What follows belongs to an exercise in optimizing a design on an open flow for small area; a production flow would make more cautious choices.
Function was checked by simulation only, so behaviour that the tests miss may differ from the original.
Power figures rest on the tool's default switching activity, not on a simulated workload.

**flow/design.v**
```verilog
module SPI_Slave
	#(parameter	DataWidth	= 8,
				BuferSize	= 32)
	(input logic					i_SCK, i_NRESET,
	input logic						i_NCE,
	input logic						i_MOSI,
	output logic					o_MISO,
	input logic[(DataWidth - 1):0]	i_WriteData,
	output logic[(DataWidth - 1):0]	o_ReadData);
	logic[4:0]		S, C;
	logic[2:0]		K;
	logic[7:0]		W;
	logic[7:0]		s_DataBufer[0:31];
	logic			s_MISO;
	logic[7:0]		s_ReadData_Reg;
	logic[4:0]		RdAddr;
	logic[31:0]		RdSel, WrEn;
	logic[7:0]		RdByte, RdMerged, WrByte;
	logic			CS_live;
	assign RdAddr = i_NCE ? C : (S - 5'd1);
	always_comb
	begin
		RdByte = 8'b0;
		for (int i = 0; i < 32; i++)
		begin
			RdSel[i] = (RdAddr == i);
			WrEn[i] = i_NCE ? RdSel[i] : ((K == 3'd0) && (RdAddr == ((i - 1) & 31)));
			RdByte = RdByte | (s_DataBufer[i] & {8{RdSel[i]}});
		end
	end
	assign CS_live = (C == S);
	always_comb
		for (int j = 0; j < 8; j++)
			RdMerged[j] = (CS_live && (j > K)) ? W[j] : RdByte[j];
	assign WrByte = i_NCE ? i_WriteData : {W[7:1], i_MOSI};
	always_ff	@(posedge i_SCK, negedge i_NRESET)
	begin
		if (~i_NRESET)
		begin
			for (int i = 0; i < 32; i++)	s_DataBufer[i] <= 8'b0;
			S <= 5'd0;
			C <= 5'd0;
			K <= 3'd7;
		end
		else
		begin
			for (int i = 0; i < 32; i++)
				if (WrEn[i])	s_DataBufer[i] <= WrByte;
			if (i_NCE)
				C <= C + 5'd1;
			else
			begin
				K <= K - 3'd1;
				if (K == 3'd0)	S <= S + 5'd1;
			end
		end
	end
	always_ff	@(posedge i_SCK)
	begin
		if (i_NCE)
		begin
			if (CS_live)	W <= i_WriteData;
		end
		else
			W[K] <= i_MOSI;
	end
	always_ff	@(posedge i_SCK)
	begin
		if (i_NRESET)
		begin
			if (~i_NCE)
				s_MISO <= RdByte[K];
			else
				s_ReadData_Reg <= RdMerged;
		end
	end
	assign o_MISO = s_MISO;
	assign o_ReadData = s_ReadData_Reg;
endmodule
```
**flow/run.sh**
```bash
#!/bin/bash
# synth_recipe.tcl (not shown) runs the flow's synth.tcl, then flattens the netlist and writes it again
# the make line also repeats each setting of config.mk as NAME=value (left out here)
make -C /OpenROAD-flow-scripts/flow DESIGN_CONFIG=/design/flow/config.mk WORK_HOME=/design/flow/orfs CLKGATE_MAP_FILE= SYNTH_SCRIPT=/design/flow/synth_recipe.tcl finish
```
**flow/config.mk**
```make
export PLATFORM = sky130hd
export DESIGN_NAME = SPI_Slave
export DESIGN_NICKNAME = SPI_Slave
export VERILOG_FILES = /design/flow/design.v
export SDC_FILE = /design/flow/constraint.sdc
export NUM_CORES = 4
export LEC_CHECK = 0
export CAP_MARGIN = 20
export CORE_MARGIN = 2
export CORE_UTILIZATION = 40
export SLEW_MARGIN = 20
```
**flow/constraint.sdc**
```tcl
create_clock -name core_clock -period 6.0 [get_ports {i_SCK}]
set_input_delay 1.2000 -clock core_clock [delete_from_list [all_inputs] [get_ports {i_SCK}]]
set_output_delay 1.2000 -clock core_clock [all_outputs]
set_load 0.01 [all_outputs]
```
==> metrics.csv, run 1 <==
stage,metric,value,unit
clock_tree,path_clk_slew,0.07,ns
placement,gp_congestion,0.980,
grt,antenna_found_initial,0,
worst_setup_path,cp-start-kind,flop,
worst_setup_path,crit_required,6.35,ns
floorplanning,coreArea,33700,µm²
timing,period_share,0.772,
placement,port_buffers,20,
clock_tree,cts_sinks,286,
timing,final.setup.tns,0,ns
clock_tree,cts.htree.levels,1,
job,cap_violations,0,
clock_tree,cts_buffers,31,
drt,drtIter0Drc,1410,
worst_setup_path,rrSetupSlack,1.37,ns
floorplanning,placementRows,67,
synth,synth.distinct_cells,85,
worst_setup_path,rr_worst_depth,12,
timing,post-route-min-period,4.63,ns
final_layout,areaGrowthSynthToFinish,13.6,%
synth,ys_ff_latch,286,
timing,hold_violations,0,
timing,rsz0062_at_grt,no,
worst_hold_path,hp-class,reg2reg,
synth,synth_seq_area_share,0.526,
drt,antenna_left,0,
final_layout,nets,1404,
floorplanning,dieArea,35900,µm²
placement,dpl_cell_area,14600,µm²
worst_setup_path,slowest_delay,1.00,ns
synth,yosys.area.top_type_share,0.483,
clock_tree,clk_latency,0.61,ns
placement,place_hpwl,37.8,mm
power_and_ir_drop,comb_power_share,0.399,
synth,ys.flop_type,dfrtp_1,
synth,netlist_instances,1370,
worst_setup_path,crit_path_max_fanout,12,
worst_setup_path,crit_start,S[0]$_DFFE_PN0P_,
synth,yosys-top-cells-area,"dfrtp_1, a21oi_1, mux2_2",
worst_setup_path,worst_path_max_delay_cell,a2111oi_1,
timing,setup_viol,0,
clock_tree,post_cts_buffers,0,
synth,avgSynthCellArea,10.1,µm²
worst_setup_path,rr_endpoint,s_MISO$_DFFE_PP_,
power_and_ir_drop,internal_power,0.00530,W
floorplanning,die_h,190,µm
power_and_ir_drop,p_sw,0.00401,W
drt,drc,0,
clock_tree,cts_buffer_depth,3,
worst_setup_path,crit_path_end_kind,flop,
grt,overflow,0,
final_layout,final_layout_size_suffix_gt1_frac,0.158,
grt,grt_use_total,0.309,
timing,slew_violations,0,
timing,slew_headroom,0.198,
power_and_ir_drop,ir_drop,271,µV
power_and_ir_drop,p_total,0.00930,W
power_and_ir_drop,power.leakage,6.62,nW
clock_tree,tritoncts,yes,
synth,netlist_area,13800,µm²
power_and_ir_drop,swShare,0.431,
floorplanning,ioPinCount,21,
worst_setup_path,cp_num_buf_inv,2,
grt,grt_pass1_wl,80.2,mm
synth,synth.yosys.warnings,2,
timing,finClkSkew,0.0165,ns
worst_setup_path,crit_family,compound AO/OA/AOI/OAI gates,
timing,fmax,0.216,GHz
power_and_ir_drop,pwr-share-clk,0.211,
floorplanning,start_util,0.409,
worst_setup_path,path_class,reg2reg,
grt,grt_max_degree,161,
clock_tree,holdBufCountCts,0,
synth,async_flop_share,0.941,
worst_setup_path,cp_cell_sequence,inv_1 > ha_1 > xor2_2 > o21ai_1 > buf_4 > a222oi_1 > a21boi_1 > o21ai_0 > a2111oi_1 > a311oi_1 > o21ai_0 > nand4_1,
worst_setup_path,critical_path_arrival,4.98,ns
synth,synth_area_leader_cell,dfrtp_1,
outcome,outcome,finished clean,
worst_setup_path,crit_cells,12,
floorplanning,die_x,190,µm
grt,grt_pass1_vias,11400,
final_layout,num_antenna_cells,0,
drt,wirelength,55.2,mm
clock_tree,cts_root_buf,clkbuf_16,
drt,vias,11600,
worst_setup_path,reg2reg_from,S[0]$_DFFE_PN0P_,
drt,viasPerCell,6.29,
drt,first_pass_iters,6,
synth,synth_edf_count,17,
power_and_ir_drop,seqPwrFrac,0.391,
final_layout,finalInstanceArea,15600,µm²
drt,routedWlPerCell,29.8,µm
worst_setup_path,path_common_cell,o21ai_0,
timing,worst_pin_slew,1.19,ns
power_and_ir_drop,powerDensity,595,nW/µm²
worst_setup_path,crit_end,s_MISO$_DFFE_PP_,
timing,hold_slack,0.479,ns
clock_tree,post_cts_resized,0,
synth,syn-num-nets,1392,
[sequential cells by signal, indices dropped and copies added, names as in the netlist]
name and flops:
s_MISO 1, S 5, K 3, s_DataBufer 256, C 5, W 8, s_ReadData_Reg 8
[worst min-delay path by stage]
stage	startpoint	cells after the start	end
5_1_grt	s_DataBufer[28][5]$_DFFE_PN0P_	2	s_DataBufer[28][5]$_DFFE_PN0P_
6_report	s_DataBufer[7][1]$_DFFE_PN0P_	2	s_DataBufer[7][1]$_DFFE_PN0P_
3_5_place_dp	s_DataBufer[7][1]$_DFFE_PN0P_	2	s_DataBufer[7][1]$_DFFE_PN0P_
2_1_floorplan	s_DataBufer[5][0]$_DFFE_PN0P_	2	s_DataBufer[5][0]$_DFFE_PN0P_
4_1_cts	s_DataBufer[7][1]$_DFFE_PN0P_	2	s_DataBufer[7][1]$_DFFE_PN0P_
3_3_place_gp	s_DataBufer[7][1]$_DFFE_PN0P_	2	s_DataBufer[7][1]$_DFFE_PN0P_
[stage by stage]
stage                     setup slack, ns  utilization  cells
after floorplan                      2.30            -   1370
after global placement              0.631        0.432   1794
after detailed placement            0.957        0.433   1794
after CTS                            1.54        0.464   1848
after global routing                 1.24        0.464   1851
final                                1.37        0.464   1851
[worst min-delay path, cell delays in order, from the launching register on]
cell     delay, ns
dfrtp_1       0.34
nand2_1       0.05
o21ai_0       0.06
[power groups by stage]
stage	clock network [W]	registers, W	logic, W
after floorplan	0	0.00325	0.00237
after global placement	0	0.00363	0.00354
after detailed placement	0	0.00363	0.00359
after CTS	0.00198	0.00361	0.00361
after global routing	0.00206	0.00372	0.00395
final	0.00196	0.00364	0.00371
[cell families after synthesis]
family	synth area share
XOR/XNOR	0.0107
AO/OA/AOI/OAI	0.211
buffers and inverters	0.0352
flip-flops	0.526
AND/OR/NAND/NOR	0.139
multiplexers	0.0684
adder cells (fa/ha/maj)	0.00909
[layout by cell type, fill, tap and decap left out, drive strengths merged, types with 15 or more instances in the layout]
cell type / n
mux2: 70
nand4: 17
buf: 58
dfrtp: 266
mux2i: 15
nand3: 27
a32oi: 30
nand2: 118
a22o: 15
edfxtp: 17
nor2: 176
a21oi: 189
a22oi: 40
clkdlybuf4s50: 18
nor3: 15
clkbuf: 49
o21ai: 80
[synthesized netlist by cell type (4+ instances only)]
| cell type | instances |
|---|---|
| mux2_2 | 70 |
| buf_6 | 4 |
| dfrtp_1 | 266 |
| o21ai_1 | 10 |
| a32oi_1 | 30 |
| nor2b_1 | 8 |
| nor4_1 | 6 |
| buf_4 | 4 |
| a21boi_1 | 5 |
| nand2_1 | 118 |
| xnor2_1 | 11 |
| inv_1 | 11 |
| a21o_1 | 6 |
| a32o_1 | 9 |
| a41oi_1 | 4 |
| nor2_1 | 174 |
| mux2i_1 | 14 |
| nor3_1 | 12 |
| ha_1 | 10 |
| a22oi_1 | 40 |
| and3_1 | 6 |
| a22o_1 | 15 |
| nand3_1 | 27 |
| o21ai_0 | 69 |
| clkbuf_1 | 68 |
| o22ai_1 | 5 |
| a2111oi_2 | 4 |
| xor2_1 | 4 |
| a21oi_1 | 189 |
| a221oi_1 | 8 |
| edfxtp_1 | 17 |
| nand4_1 | 17 |
| a31oi_1 | 8 |
| a222oi_1 | 8 |
| and2_1 | 11 |
| o31a_1 | 5 |
| buf_2 | 21 |
[final cells by class]
type	count	area, µm²
clock buffers	47	966
clock inverters	7	77.6
fillers	3255	18100
inverters	11	41.3
multi-input cells	974	6100
flip-flops and latches	286	7250
well taps	448	561
repair buffers	78	648
[layer usage]
| layer | up-vias | GRT usage | wire, µm |
|---|---|---|---|
| met5 | - | 0 | 0 |
| met4 | 0 | 0.146 | 3100 |
| met3 | 143 | 0.0524 | 4520 |
| met2 | 592 | 0.460 | 23800 |
| met1 | 5851 | 0.439 | 23700 |
| li1 | 5061 | - | - |
==> run 2, diff against run 1 <==
--- a/flow/config.mk
+++ b/flow/config.mk
@@ -6,6 +6,8 @@
 export NUM_CORES = 4
 export LEC_CHECK = 0
-export CAP_MARGIN = 20
+export CAP_MARGIN = 10
 export CORE_MARGIN = 2
-export CORE_UTILIZATION = 40
-export SLEW_MARGIN = 20
+export CORE_UTILIZATION = 55
+export CTS_BUF_LIST = sky130_fd_sc_hd__clkbuf_4 sky130_fd_sc_hd__clkbuf_8
+export CTS_CLUSTER_SIZE = 20
+export SLEW_MARGIN = 10
==> run 2 against run 1 <==
Effect of this change: worst hold slack improved by 0.013 ns; sequential power barely moved; total power rose by 0.22%; critical path depth did not move; flip-flop and latch count did not move; combinational power barely moved; register-to-register slack got worse by 0.41 ns; die area fell by 27%; fmax fell by 8.1%; sequential share of layout area rose by 0.37 points; setup slack got worse by 0.41 ns; global-route usage rose by 10 points.
==> metrics.csv, run 2 <==
stage,metric,value,unit,change
grt,antenna_found_initial,1,,+1
worst_hold_path,hold_depth,2,,unchanged
clock_tree,cts_buffers,47,,+52%
final_layout,regMostFlops,s_DataBufer,,
drt,routedWlPerCell,30.0,µm,+0.72%
synth,yosys-top-cells-area,"dfrtp_1, a21oi_1, mux2_2",,
clock_tree,cts.htree.levels,2,,+1
clock_tree,holdBufCountCts,0,,unchanged
worst_hold_path,hp-class,reg2reg,,
synth,async_flop_share,0.941,,unchanged
worst_setup_path,rr_worst_depth,12,,unchanged
grt,overflow,0,,unchanged
synth,yosys.area.top_type_share,0.483,,unchanged
timing,setup_viol,0,,unchanged
synth,ys_ff_latch,286,,unchanged
synth,synth_area_leader_cell,dfrtp_1,,
timing,final.setup.tns,0,ns,unchanged
grt,grt_use_total,0.409,,+0.100
worst_setup_path,crit_required,6.31,ns,-0.04 ns
floorplanning,placementRows,57,,-15%
synth,netlist_area,13800,µm²,unchanged
worst_setup_path,path_class,reg2reg,,
placement,port_buffers,20,,unchanged
grt,grt_max_degree,166,,+3.1%
floorplanning,ioPinCount,21,,unchanged
drt,vias,12000,,+3.1%
clock_tree,cts_buffer_depth,3,,unchanged
final_layout,areaGrowthSynthToFinish,12.7,%,
drt,drc,0,,unchanged
placement,gp_congestion,0.998,,+1.8%
timing,hold_violations,0,,unchanged
power_and_ir_drop,powerDensity,601,nW/µm²,+1.0%
clock_tree,clk_latency,0.58,ns,-0.03 ns
worst_setup_path,critical_path_arrival,5.35,ns,+0.37 ns
synth,yosysMostFrequentCell,dfrtp_1,,
final_layout,largestRegisters,"s_DataBufer: 256 flops, W: 8 flops, s_ReadData_Reg: 8 flops",,
timing,slew_headroom,0.0679,,-0.130
synth,ys.flop_type,dfrtp_1,,
drt,first_pass_iters,8,,+2
worst_setup_path,cp_cell_sequence,inv_1 > ha_1 > xor2_2 > o21ai_1 > buf_4 > a22oi_1 > o21ai_0 > a32oi_1 > nand4_1 > or4_1 > a2111oi_2 > nand4_1,,
final_layout,num_antenna_cells,0,,unchanged
power_and_ir_drop,ir_drop,285,µV,+5.3%
power_and_ir_drop,power.leakage,6.66,nW,+0.55%
placement,place_hpwl,35.9,mm,-5.2%
synth,synth.distinct_cells,85,,unchanged
final_layout,nets,1418,,+1.0%
drt,drtIter0Drc,2043,,+45%
timing,worst_pin_slew,1.40,ns,+0.203 ns
clock_tree,path_clk_slew,0.06,ns,about the same
synth,netlist_instances,1370,,unchanged
timing,slew_violations,0,,unchanged
grt,grt_pass1_vias,11400,,+0.74%
synth,synth_seq_area_share,0.526,,unchanged
synth,syn-num-nets,1392,,unchanged
timing,post-route-min-period,5.04,ns,+0.408 ns
floorplanning,dieArea,26300,µm²,-27%
timing,period_share,0.840,,+0.0679
timing,rsz0062_at_grt,no,,
final_layout,largest_register_ffs,256,,unchanged
timing,finClkSkew,0.0105,ns,-0.00599 ns
clock_tree,post_cts_resized,0,,unchanged
synth,synth_edf_count,17,,unchanged
timing,fmax,0.198,GHz,-8.1%
final_layout,final.fill_count,2017,,-38%
synth,avgSynthCellArea,10.1,µm²,unchanged
timing,hold_slack,0.492,ns,+0.0128 ns
worst_setup_path,worst_path_max_delay_cell,dfrtp_1,,
worst_setup_path,path_common_cell,nand4_1,,
worst_setup_path,crit_path_max_fanout,12,,unchanged
worst_setup_path,crit_path_end_kind,flop,,
clock_tree,post_cts_buffers,0,,unchanged
clock_tree,cts_sinks,286,,unchanged
drt,wirelength,52.7,mm,-4.4%
final_layout,final_layout_size_suffix_gt1_frac,0.174,,+0.0164
grt,grt_pass1_wl,78.0,mm,-2.7%
worst_setup_path,cp-start-kind,flop,,
synth,synth.yosys.warnings,2,,unchanged
final_layout,final_cell_mix,"dfrtp_1, a21oi_1, nor2_1",,
drt,antenna_left,0,,unchanged
floorplanning,start_util,0.563,,+0.154
outcome,outcome,finished clean,,
floorplanning,coreArea,24500,µm²,-27%
job,cap_violations,0,,unchanged
worst_setup_path,slowest_delay,0.70,ns,-0.30 ns
synth,yosys-top-cells-count,"dfrtp_1, a21oi_1, nor2_1, nand2_1, mux2_2",,
clock_tree,tritoncts,yes,,
clock_tree,cts_root_buf,clkbuf_8,,
drt,viasPerCell,6.84,,+8.7%
final_layout,layout_commonest_cell,dfrtp_1,,
floorplanning,die_x,162,µm,-14%
floorplanning,die_h,162,µm,-14%
run 2: path summary, 6_finish.rpt:
check	startpoint	endpoint	slack (ns)
worst max-delay path	S[0]$_DFFE_PN0P_	s_MISO$_DFFE_PP_	0.96
worst min-delay path	s_DataBufer[5][5]$_DFFE_PN0P_	s_DataBufer[5][5]$_DFFE_PN0P_	0.49
worst max register to register	S[0]$_DFFE_PN0P_	s_MISO$_DFFE_PP_	0.96
worst min register to register	s_DataBufer[5][5]$_DFFE_PN0P_	s_DataBufer[5][5]$_DFFE_PN0P_	0.49
min in group asynchronous	i_NRESET	S[0]$_DFFE_PN0P_	0.64
max in group asynchronous	i_NRESET	s_DataBufer[9][3]$_DFFE_PN0P_	3.96
run 2: logic make-up after synthesis:
group | synth area share
compound gates | 0.211
buf+inv | 0.0352
fa+ha+maj | 0.00909
xor+xnor | 0.0107
simple gates | 0.139
flops | 0.526
mux | 0.0684
run 2: final cells by class:
| cell class | instances | area, µm² | share of cell area |
|---|---|---|---|
| clock buffer | 69 | 906 | 0.0584 |
| timing repair buffer | 76 | 633 | 0.0408 |
| multi-input combinational | 974 | 6090 | 0.393 |
| tap | 324 | 405 | 0.0261 |
| sequential | 286 | 7250 | 0.467 |
| clock inverter | 16 | 191 | 0.0123 |
| inverter | 11 | 41.3 | 0.00266 |
run 2: power breakdown:
| part | switching [W] | total [W] | leakage [nW] | internal [W] |
|---|---|---|---|---|
| combinational | 0.00240 | 0.00368 | 2.55 | 0.00128 |
| sequential | 0.000805 | 0.00367 | 3.54 | 0.00286 |
| clock | 0.000829 | 0.00197 | 0.569 | 0.00115 |
run 2: metal layers:
| layer | vias up | part of all wire | global-route usage |
|---|---|---|---|
| li1 | 5087 | - | - |
| met1 | 5901 | 0.40 | 0.583 |
| met2 | 832 | 0.42 | 0.580 |
| met3 | 193 | 0.12 | 0.112 |
| met4 | 0 | 0.058 | 0.197 |
| met5 | - | 0 | 0 |
run 2: critical path, delay by kind of cell, from the launching register on:
kind                       cells  cell delay, ns
AOI/OAI and AO/OA              5            1.69
xor gates and xnor gates       1            0.56
adders and majority gates      1            0.32
buffers and inverters          2            0.57
DFF                            1            0.70
and+or+nand+nor                3            0.93
run 2: stage by stage:
stage	utilization	setup slack, ns	cell area, µm²	cells	power [W]
4_1_cts	0.634	1.17	15500	1755	0.00915
6_report	0.634	0.961	15500	1756	0.00933
2_1_floorplan	-	2.30	13800	1370	0.00561
3_5_place_dp	0.589	0.765	14400	1670	0.00718
5_1_grt	0.634	0.865	15500	1756	0.00970
3_3_place_gp	0.589	0.882	14400	1670	0.00710

[separate check: timing with driven ports]
The results above use ideal ports. As a check the final layouts listed here were re-extracted and re-timed, cells and wires unchanged.
Step 1 (the two cells are an assumption about what drives the block):
set clk [get_ports {i_SCK}]
set_driving_cell -lib_cell sky130_fd_sc_hd__clkbuf_16 $clk
set_driving_cell -lib_cell sky130_fd_sc_hd__buf_2 [delete_from_list [all_inputs] $clk]
Step 2 adds t to the input delays and takes it off the output delays; t is the mean of the earliest and latest rising clock arrival at the registers after step 1. Input paths then give back, and output paths get back, about the clock's delay inside the block.
Three values: no drivers, after step 1, after step 2; two values: the first two.
run	t (ns)	slack for setup (ns)	slew at the worst register clock pin (ns)	worst data-port slew with drivers (ns)
run 1	0.651	1.369 / 1.369 / 0.753	0.07 / 0.07	0.05
run 2	0.627	0.961 / 0.961 / 0.573	0.07 / 0.07	0.05
After both steps setup and hold are still met in every run listed. For run 1, which loses most, drivers alone change the setup slack by 0.000 ns; drivers and shift together by -0.616 ns.
